Background: an optimization exercise with open tools, aiming at small area, a short achievable clock period and few clock cycles per item. Do not read the settings as production practice.
Function was checked by simulation only, so behaviour that the tests miss may differ from the original.

Design MyDesign, start of the top module:
module MyDesign
(
	input  wire        go,
	output reg         busy,
	input  wire        reset,
	input  wire        clk,
	output reg  [15:0] write_data,
	output wire [11:0] write_address,
	output reg         write_enable,
	output wire [11:0] read_input_address,
	input  wire [15:0] read_input_data,
	output wire [11:0] read_weight_address,
	input  wire [15:0] read_weight_data
);
==> flow/config.mk <==
export PLATFORM = sky130hd
export DESIGN_NAME = MyDesign
export DESIGN_NICKNAME = MyDesign
export VERILOG_FILES = /design/flow/design.v
export SDC_FILE = /design/flow/constraint.sdc
export NUM_CORES = 4
export LEC_CHECK = 0
export CAP_MARGIN = 20
export CORE_MARGIN = 2
export CORE_UTILIZATION = 65
export CTS_BUF_LIST = sky130_fd_sc_hd__clkbuf_16
export CTS_CLUSTER_DIAMETER = 80
export CTS_CLUSTER_SIZE = 32
export SETUP_SLACK_MARGIN = 3.95
export SLEW_MARGIN = 20
==> flow/constraint.sdc <==
create_clock -name core_clock -period 6.5 [get_ports {clk}]
set_input_delay 1.3000 -clock core_clock [delete_from_list [all_inputs] [get_ports {clk}]]
set_output_delay 1.3000 -clock core_clock [all_outputs]
set_load 0.01 [all_outputs]
standard.sh (not shown) runs the stock make flow with config.mk's settings and CLKGATE_MAP_FILE= SYNTH_SCRIPT=/design/flow/synth_recipe.tcl, a recipe that flattens the netlist after the stock synthesis.
==> flow/flow/run.sh <==
#!/bin/bash
export BUFFER_PORTS_ARGS="-buffer_cell sky130_fd_sc_hd__buf_2"
cp standard.sh standard_sh_copy.log
bash standard.sh > standard.log 2>&1
Testbench counts at the start, summed over its fixed seeds: cycles 11,427, macs 85,808.
==> next run, changes <==
==> flow/run.sh (new file) <==
#!/bin/bash
# synth_recipe.tcl (not shown) runs the flow's synth.tcl, then flattens the netlist and writes it again
# the make line also repeats each setting of config.mk as NAME=value (left out here)
make -C /OpenROAD-flow-scripts/flow DESIGN_CONFIG=/design/flow/config.mk WORK_HOME=/design/flow/orfs CLKGATE_MAP_FILE= SYNTH_SCRIPT=/design/flow/synth_recipe.tcl finish
SETUP_SLACK_MARGIN = 4.05   (was 3.95)
removed: flow/flow/run.sh
removed: flow/standard.sh
After rerunning: Sequential share of layout area shrinks by 1.3 points; first-iteration DRC count grows by 16%; die area is unchanged; worst setup slack got worse by 0.0083 ns; wire length grows by 4.9%; via count grows by 2.4%; cell area grows by 4.2%.
==> next run, changes <==
CTS_BUF_LIST = sky130_fd_sc_hd__clkbuf_8   (was sky130_fd_sc_hd__clkbuf_16)
CTS_CLUSTER_DIAMETER = unset   (was 80)
CTS_CLUSTER_SIZE = unset   (was 32)
SETUP_SLACK_MARGIN = 4.0   (was 4.05)
After rerunning:
- setup slack hardly moves
- wire length fell by 0.36%
- cell count rose by 3.2%
- critical path depth fell by 9
- synthesized area stays the same
- clock skew rose by 0.023 ns
- final area rose by 1.9%
==> next run, changes <==
==> flow/flow/run.sh (new file) <==
#!/bin/bash
export BUFFER_PORTS_ARGS="-buffer_cell sky130_fd_sc_hd__buf_2"
cp standard.sh standard_sh_copy.log
bash standard.sh > standard.log 2>&1
==> flow/standard.sh (new file) <==
#!/bin/bash
# synth_recipe.tcl (not shown) runs the flow's synth.tcl, then flattens the netlist and writes it again
# the make line also repeats each setting of config.mk as NAME=value (left out here)
make -C /OpenROAD-flow-scripts/flow DESIGN_CONFIG=/design/flow/config.mk WORK_HOME=/design/flow/orfs CLKGATE_MAP_FILE= SYNTH_SCRIPT=/design/flow/synth_recipe.tcl "${@:-finish}"
CTS_BUF_LIST = sky130_fd_sc_hd__clkbuf_16   (was sky130_fd_sc_hd__clkbuf_8)
CTS_CLUSTER_DIAMETER = 90   (was unset)
CTS_CLUSTER_SIZE = 30   (was unset)
removed: flow/run.sh
Wire length came out lower by 2.5%.
Final area decreases by 5.2%.
First-iteration DRC count shrinks by 9.3%.
Setup slack improved by 0.032 ns.
==> next run, changes <==
==> flow/run.sh (new file) <==
#!/bin/bash
# synth_recipe.tcl (not shown) runs the flow's synth.tcl, then flattens the netlist and writes it again
# the make line also repeats each setting of config.mk as NAME=value (left out here)
make -C /OpenROAD-flow-scripts/flow DESIGN_CONFIG=/design/flow/config.mk WORK_HOME=/design/flow/orfs CLKGATE_MAP_FILE= SYNTH_SCRIPT=/design/flow/synth_recipe.tcl finish
CTS_CLUSTER_DIAMETER = 80   (was 90)
CTS_CLUSTER_SIZE = 32   (was 30)
GPL_TIMING_DRIVEN = 0   (was unset)
removed: flow/flow/run.sh
removed: flow/standard.sh
=>
- The changed run went through all stages and came out clean
- setup slack got worse by 0.21 ns
- die area stays the same
- sequential share of layout area fell by 2.1 points
- core utilization climbs by 3.9 points
- via count climbs by a few percent
- non-clock buffer count climbs by 65
- count of clock-buffer cells in the layout does not change
- area after synthesis does not change
- design area goes up by a few percent
- register-to-register slack is worse by 0.21 ns

* * *

Setup of oak:
The RTL this note starts from:
==> flow/design.v <==
module MyDesign
(
	input  wire        go,
	output reg         busy,
	input  wire        reset,
	input  wire        clk,
	output reg  [15:0] write_data,
	output wire [11:0] write_address,
	output reg         write_enable,
	output wire [11:0] read_input_address,
	input  wire [15:0] read_input_data,
	output wire [11:0] read_weight_address,
	input  wire [15:0] read_weight_data
);
	localparam S_IDLE = 2'd0, S_RUN = 2'd1, S_FLUSH = 2'd2, S_TAIL = 2'd3;
	reg [1:0]  st;
	reg        bub;         
	reg [4:0]  pd;          
	reg [3:0]  gd;          
	reg        f0;          
	reg        wfl;         
	reg [4:0]  K;           
	reg [4:0]  Kn;          
	reg        endn;        
	reg [9:0]  XB;          
	reg [9:0]  IA;
	reg [11:0] WA;
	reg [6:0]  dW;          
	reg [5:0]  ckh;         
	reg [6:0]  cL;          
	reg [6:0]  cS;          
	reg [11:0] OC;
	assign read_input_address  = {2'b00, IA};
	assign read_weight_address = WA;
	assign write_address       = OC;
	wire       sg    = K[0];                  
	wire [3:0] h     = K[4:1];                
	wire [3:0] hn    = Kn[4:1];
	wire [4:0] KP    = K + {4'd0, sg};        
	wire [4:0] Pm1   = {KP[3:0] - 4'd1, 1'b1};
	reg        lastp;       
	reg        lastg;       
	wire       lastl = lastp & lastg;
	wire       dummy = sg & (pd[4:1] == 4'd0);
	wire       run   = (st == S_RUN);
	wire       bub_n = run & ~bub & lastl & ~endn;
	wire       rel   = bub | lastp;           
	wire [4:0] pd_n  = rel ? Pm1 : pd - 5'd1;
	wire       l0_n  = ~rel & (pd == 5'd1);   
	wire       l1_n  = ~rel & (pd == 5'd2);
	wire       lg_n  = bub ? (K == 5'd1) : (lastp ? (gd == 4'd1) : lastg);
	wire [1:0] pq_n  = 2'd0 - pd_n[1:0];         
	reg [6:0] dW_n;
	always @(*) begin
		if (bub_n)
			dW_n = -{3'd0, hn};
		else if (l0_n & lg_n)
			dW_n = cL;
		else if (sg) begin
			case (pq_n)
				2'd1:    dW_n = bub ? {2'd0, K} + {3'd0, h} : {1'b0, ckh};
				2'd3:    dW_n = l1_n ? {2'd0, K} : -{3'd0, h};
				default: dW_n = -{3'd0, h};
			endcase
		end else begin
			if (pq_n != 2'd0) dW_n = {3'd0, h};
			else if (l0_n)    dW_n = 7'd1;
			else              dW_n = 7'd1 - {1'b0, ckh};
		end
	end
	reg  t_f, t_z;
	always @(*) begin
		t_f = 1'b0; t_z = 1'b1;
		if (run && !bub) begin
			t_f = f0;
			t_z = dummy;
		end else if (st == S_FLUSH)
			t_f = 1'b1;
	end
	always @(posedge clk or negedge reset) begin
		if (!reset) begin
			st <= S_IDLE; busy <= 1'b0; bub <= 1'b0;
		end else begin
			case (st)
				S_IDLE: if (go) begin
					busy <= 1'b1;
					st   <= S_RUN;
					bub  <= 1'b1;
				end
				S_RUN: begin
					bub <= bub_n;
					if (~bub & lastl & endn) st <= S_FLUSH;
				end
				S_FLUSH: st <= S_TAIL;
				default: if (pd == 5'd5) begin
					st   <= S_IDLE;
					busy <= 1'b0;
				end
			endcase
		end
	end
	wire [3:0] hp = read_input_data[6:3];
	always @(posedge clk) begin
		ckh <= K + {1'b0, h};
		cS  <= {{1'b0, K} + {1'b0, Kn}, 1'b1};
		cL  <= sg ? {3'd0, hn} - {3'd0, h} + 7'd1 : {3'd0, hn} + 7'd2;
	end
	always @(posedge clk) begin
		WA    <= WA + {{5{dW[6]}}, dW};
		dW    <= dW_n;
		pd    <= pd_n;
		lastp <= l0_n;
		lastg <= lg_n;
		f0    <= rel;
		IA    <= 10'd0;
		case (st)
			S_IDLE: begin
				K   <= read_input_data[6:2];
				XB  <= 10'd1;
				IA  <= go ? {4'b0, read_input_data[6:2], 1'b1} : 10'd0;
				WA  <= 12'd1 + {8'b0, hp};
				dW  <= -{3'd0, hp};
				wfl <= 1'b0;
				lastp <= 1'b0;
			end
			S_RUN: begin
				if (bub)        gd <= K[3:0] - 4'd1;
				else if (lastp) gd <= gd - 4'd1;
				if (lastp) wfl <= 1'b1;
				if (~rel)       IA <= IA + 10'd1;
				else if (~bub & lastl) begin
					K   <= Kn;
					XB  <= XB + {4'b0, K, 1'b1};
					IA  <= XB + {3'b0, cS};
				end else
					IA <= XB;
			end
			S_FLUSH: pd <= 5'd0;
			default: pd <= pd + 5'd1;
		endcase
	end
	reg        fA, wA, zA, capA, mA;
	reg [1:0]  pA;
	always @(posedge clk or negedge reset) begin
		if (!reset) begin
			fA <= 1'b0; wA <= 1'b0;
		end else begin
			fA <= t_f;
			wA <= t_f & (wfl | (st == S_FLUSH));    
		end
	end
	always @(posedge clk) begin
		zA <= t_z; capA <= bub; mA <= sg; pA <= ~pd[1:0];
		if (capA) begin
			Kn   <= read_input_data[6:2];
			endn <= &read_input_data[7:0];
		end
	end
	reg [15:0] X0, X1, X2, X3;
	reg [3:0]  xf, xw;
	reg [2:0]  xm;
	reg [1:0]  xp0, xp1, xp2;
	always @(posedge clk or negedge reset) begin
		if (!reset) begin
			xf <= 4'b0; xw <= 4'b0;
		end else begin
			xf <= {xf[2:0], fA};
			xw <= {xw[2:0], wA};
		end
	end
	always @(posedge clk) begin
		X0 <= zA ? 16'd0 : read_input_data;
		X1 <= X0; X2 <= X1; X3 <= X2;
		xm <= {xm[1:0], mA};
		xp0 <= pA; xp1 <= xp0; xp2 <= xp1;
	end
	reg [15:0]  S1;
	reg [15:4]  S2;
	reg [15:8]  S3;
	always @(posedge clk) begin
		S1 <= read_weight_data;
		S2 <= S1[15:4];
		S3 <= S2[15:8];
	end
	wire [3:0] c0 = read_weight_data[3:0];
	wire [3:0] c1 = S1[7:4];
	wire [3:0] c2 = S2[11:8];
	wire [3:0] c3 = S3[15:12];
	wire [15:0] acc0, acc1, acc2, acc3;
	wire [15:0] cy0, cy1, cy2, cy3;
	nn_row #(.ODD(0)) r0 (.clk(clk), .x(X0), .f(xf[0]), .m(mA), .pi(pA),
		.c0(c0), .c1(c1), .c2(c2), .c3(c3), .acc(acc0), .cy(cy0));
	nn_row #(.ODD(1)) r1 (.clk(clk), .x(X1), .f(xf[1]), .m(xm[0]), .pi(xp0),
		.c0(c0), .c1(c1), .c2(c2), .c3(c3), .acc(acc1), .cy(cy1));
	nn_row #(.ODD(0)) r2 (.clk(clk), .x(X2), .f(xf[2]), .m(xm[1]), .pi(xp1),
		.c0(c0), .c1(c1), .c2(c2), .c3(c3), .acc(acc2), .cy(cy2));
	nn_row #(.ODD(1)) r3 (.clk(clk), .x(X3), .f(xf[3]), .m(xm[2]), .pi(xp2),
		.c0(c0), .c1(c1), .c2(c2), .c3(c3), .acc(acc3), .cy(cy3));
	wire [3:0]  we = xw;
	wire [15:0] wacc = ({16{we[0]}} & acc0) | ({16{we[1]}} & acc1)
	                 | ({16{we[2]}} & acc2) | ({16{we[3]}} & acc3);
	wire [15:0] wcy  = ({16{we[0]}} & cy0) | ({16{we[1]}} & cy1)
	                 | ({16{we[2]}} & cy2) | ({16{we[3]}} & cy3);
	always @(posedge clk or negedge reset) begin
		if (!reset) write_enable <= 1'b0;
		else        write_enable <= |we;
	end
	always @(posedge clk) begin
		write_data <= wacc + wcy;
		OC <= (st == S_IDLE) ? 12'd0 : OC + {11'd0, write_enable};
	end
endmodule
module nn_row #(parameter ODD = 0)
(
	input  wire        clk,
	input  wire [15:0] x,
	input  wire        f,
	input  wire        m,
	input  wire [1:0]  pi,
	input  wire [3:0]  c0, c1, c2, c3,
	output reg  [15:0] acc,
	output wire [15:0] cy
);
	wire [1:0] j = {pi[1] ^ (m & (ODD != 0)), pi[0]};
	reg  [3:0] wsel;
	always @(*) begin
		case (j)
			2'd0: wsel = c0;
			2'd1: wsel = c1;
			2'd2: wsel = c2;
			default: wsel = c3;
		endcase
	end
	reg  [2:0] dl, dh;
	always @(posedge clk) begin
		dl <= {wsel[1], wsel[1] & ~wsel[0], wsel[0]};
		dh <= {wsel[3], wsel[3] & ~wsel[2], wsel[2]};
	end
	reg [7:1] k;                
	assign cy = {1'b0, k[7], 1'b0, k[6], 1'b0, k[5], 1'b0, k[4],
	             1'b0, k[3], 1'b0, k[2], 1'b0, k[1], 2'b00};
	wire [9:0] xl = {{2{x[7]}}, x[7:0]};
	wire [9:0] xh = {{2{x[15]}}, x[15:8]};
	wire [9:0] tl = ({10{dl[0]}} & xl) | ({10{dl[1]}} & {xl[8:0], 1'b0});
	wire [9:0] th = ({10{dh[0]}} & xh) | ({10{dh[1]}} & {xh[8:0], 1'b0});
	wire [9:0] vl = tl ^ {10{dl[2]}};
	wire [9:0] vh = th ^ {10{dh[2]}};
	wire [9:0] ul = {~vl[9], vl[8:0]};
	wire [9:0] uh = {~vh[9], vh[8:0]};
	wire [15:0] a  = f ? 16'd0 : acc;
	wire [7:1]  kk = f ? 7'd0 : k;
	wire [15:0] s, cc;
	assign s[9:0]  = a[9:0] ^ ul ^ uh;
	assign cc[0]   = dl[2];
	assign cc[10:1] = (a[9:0] & ul) | (a[9:0] & uh) | (ul & uh);
	assign s[10]   = ~(a[10] ^ cc[10]);
	assign s[15:11] = ~a[15:11];
	wire   cc11    = a[10] | cc[10];
	wire [15:0] cc2 = {a[14:11], cc11, 1'b0, cc[9:0]};
	wire [8:0]  ci = {1'b0, kk, dh[2]};
	wire [15:0] sum;
	wire [7:0]  co;
	genvar i;
	generate for (i = 0; i < 8; i = i + 1) begin : seg
		wire [2:0] t = {1'b0, s[2*i+1:2*i]} + {1'b0, cc2[2*i+1:2*i]} + {2'b0, ci[i]};
		assign sum[2*i+1:2*i] = t[1:0];
		assign co[i] = t[2];
	end endgenerate
	always @(posedge clk) begin
		acc <= sum;
		k   <= co[6:0];
	end
endmodule
export LEC_CHECK = 0
export CAP_MARGIN = 20
export CORE_MARGIN = 2
export CORE_UTILIZATION = 65
export CTS_BUF_LIST = sky130_fd_sc_hd__clkbuf_8 sky130_fd_sc_hd__clkbuf_16
export CTS_CLUSTER_DIAMETER = 80
export CTS_CLUSTER_SIZE = 32
export SETUP_SLACK_MARGIN = 4.0
export SLEW_MARGIN = 20
create_clock -name core_clock -period 6.5 [get_ports {clk}]
==> flow/flow/run.sh <==
#!/bin/bash
export BUFFER_PORTS_ARGS="-buffer_cell sky130_fd_sc_hd__buf_2"
cp standard.sh standard_sh_copy.log
bash standard.sh > standard.log 2>&1
In summary, oak completed successfully, with a layout that passed the timing, DRC and antenna checks.
Testbench counts of oak, summed over its fixed seeds: cycles 11,427, macs 85,808.
Inputs modified between oak and pine:
Settings: a change of CTS_BUF_LIST from sky130_fd_sc_hd__clkbuf_8 sky130_fd_sc_hd__clkbuf_16 to sky130_fd_sc_hd__clkbuf_16; a change of CORE_UTILIZATION from 65 to 60; an added TNS_END_PERCENT of 100.
==> flow/run.sh (new file) <==
#!/bin/bash
# synth_recipe.tcl (not shown) runs the flow's synth.tcl, then flattens the netlist and writes it again
# the make line also repeats each setting of config.mk as NAME=value (left out here)
make -C /OpenROAD-flow-scripts/flow DESIGN_CONFIG=/design/flow/config.mk WORK_HOME=/design/flow/orfs CLKGATE_MAP_FILE= SYNTH_SCRIPT=/design/flow/synth_recipe.tcl finish
removed: flow/flow/run.sh
removed: flow/standard.sh
## What came out
Taking oak as the reference point, the placement row count of pine rises by about 3.4%. pine: hold slack is 3.5 ps lower than what oak reported. Between oak and pine, fraction of area in registers is lower for pine, oak comes in above that. Final-report max-slew violation count: pine vs oak identical. pine | stages: all done | timing, DRC, antenna: all pass.
diff inputs: pine => birch
Settings: removing TNS_END_PERCENT (formerly 100); changing CORE_UTILIZATION from 60 to 65; changing SETUP_SLACK_MARGIN from 4.0 to 4.15.
--- outcome ---
Comparing max-slew headroom at the worst pin for birch and pine, the smaller number came from pine.
Depth of the most critical reg-to-reg path ended up 3 higher on birch than on pine.
For the signed area change from the synthesized netlist to the final layout, birch came in 4.8 points higher than pine did.
Of the two candidates, pine has the better global-route wire length before repair and birch the worse one.
Number of gates on the worst path with buffers counted (birch over pine): increase, 9
[birch vs pine] total global routing track utilization: higher in birch
pine -> birch: routed metal-1 wirelength decreased slightly
Changes observed in birch relative to pine: final cell count without fillers grew by 0.58%.

## afterwards: timing with drivers on the ports
No port has a modelled driver above. Below, the same layouts with a new extraction and two added sets of constraints.
Step 1: set_driving_cell puts a clkbuf_16 on clk and a buf_2 on each other input, an assumption about the parent block.
Step 2 also shifts input and output timing later by t, the mid clock arrival at the registers, as if the neighbouring blocks saw the same clock.
a / b / c = ideal ports / drivers / drivers and shift; a / b = the first two.
run | shift t [ns] | setup WS [ns] | hold WS [ns] | cell pins on the clock port's net
the first run of note 1 | 0.568 | 4.030 / 4.029 / 4.030 | 0.340 / 0.340 / 0.340 | 1
the second run of note 1 | 0.557 | 4.021 / 4.021 / 3.624 | 0.339 / 0.339 / 0.339 | 1
the third run of note 1 | 0.629 | 4.021 / 3.977 / 3.645 | 0.326 / 0.326 / 0.326 | 1
the fourth run of note 1 | 0.554 | 4.053 / 4.020 / 3.998 | 0.337 / 0.337 / 0.337 | 1
the fifth run of note 1 | 0.566 | 3.846 / 3.846 / 3.539 | 0.339 / 0.339 / 0.339 | 1
oak | 0.561 | 4.041 / 3.992 / 3.993 | 0.339 / 0.339 / 0.339 | 1
pine | 0.560 | 4.021 / 3.970 / 3.664 | 0.335 / 0.335 / 0.335 | 1
birch | 0.567 | 4.034 / 4.034 / 3.656 | 0.337 / 0.337 / 0.337 | 1
After both steps setup and hold are still met in every run listed. For the second run of note 1, which loses most, drivers alone change the setup slack by 0.000 ns; drivers and shift together by -0.397 ns.
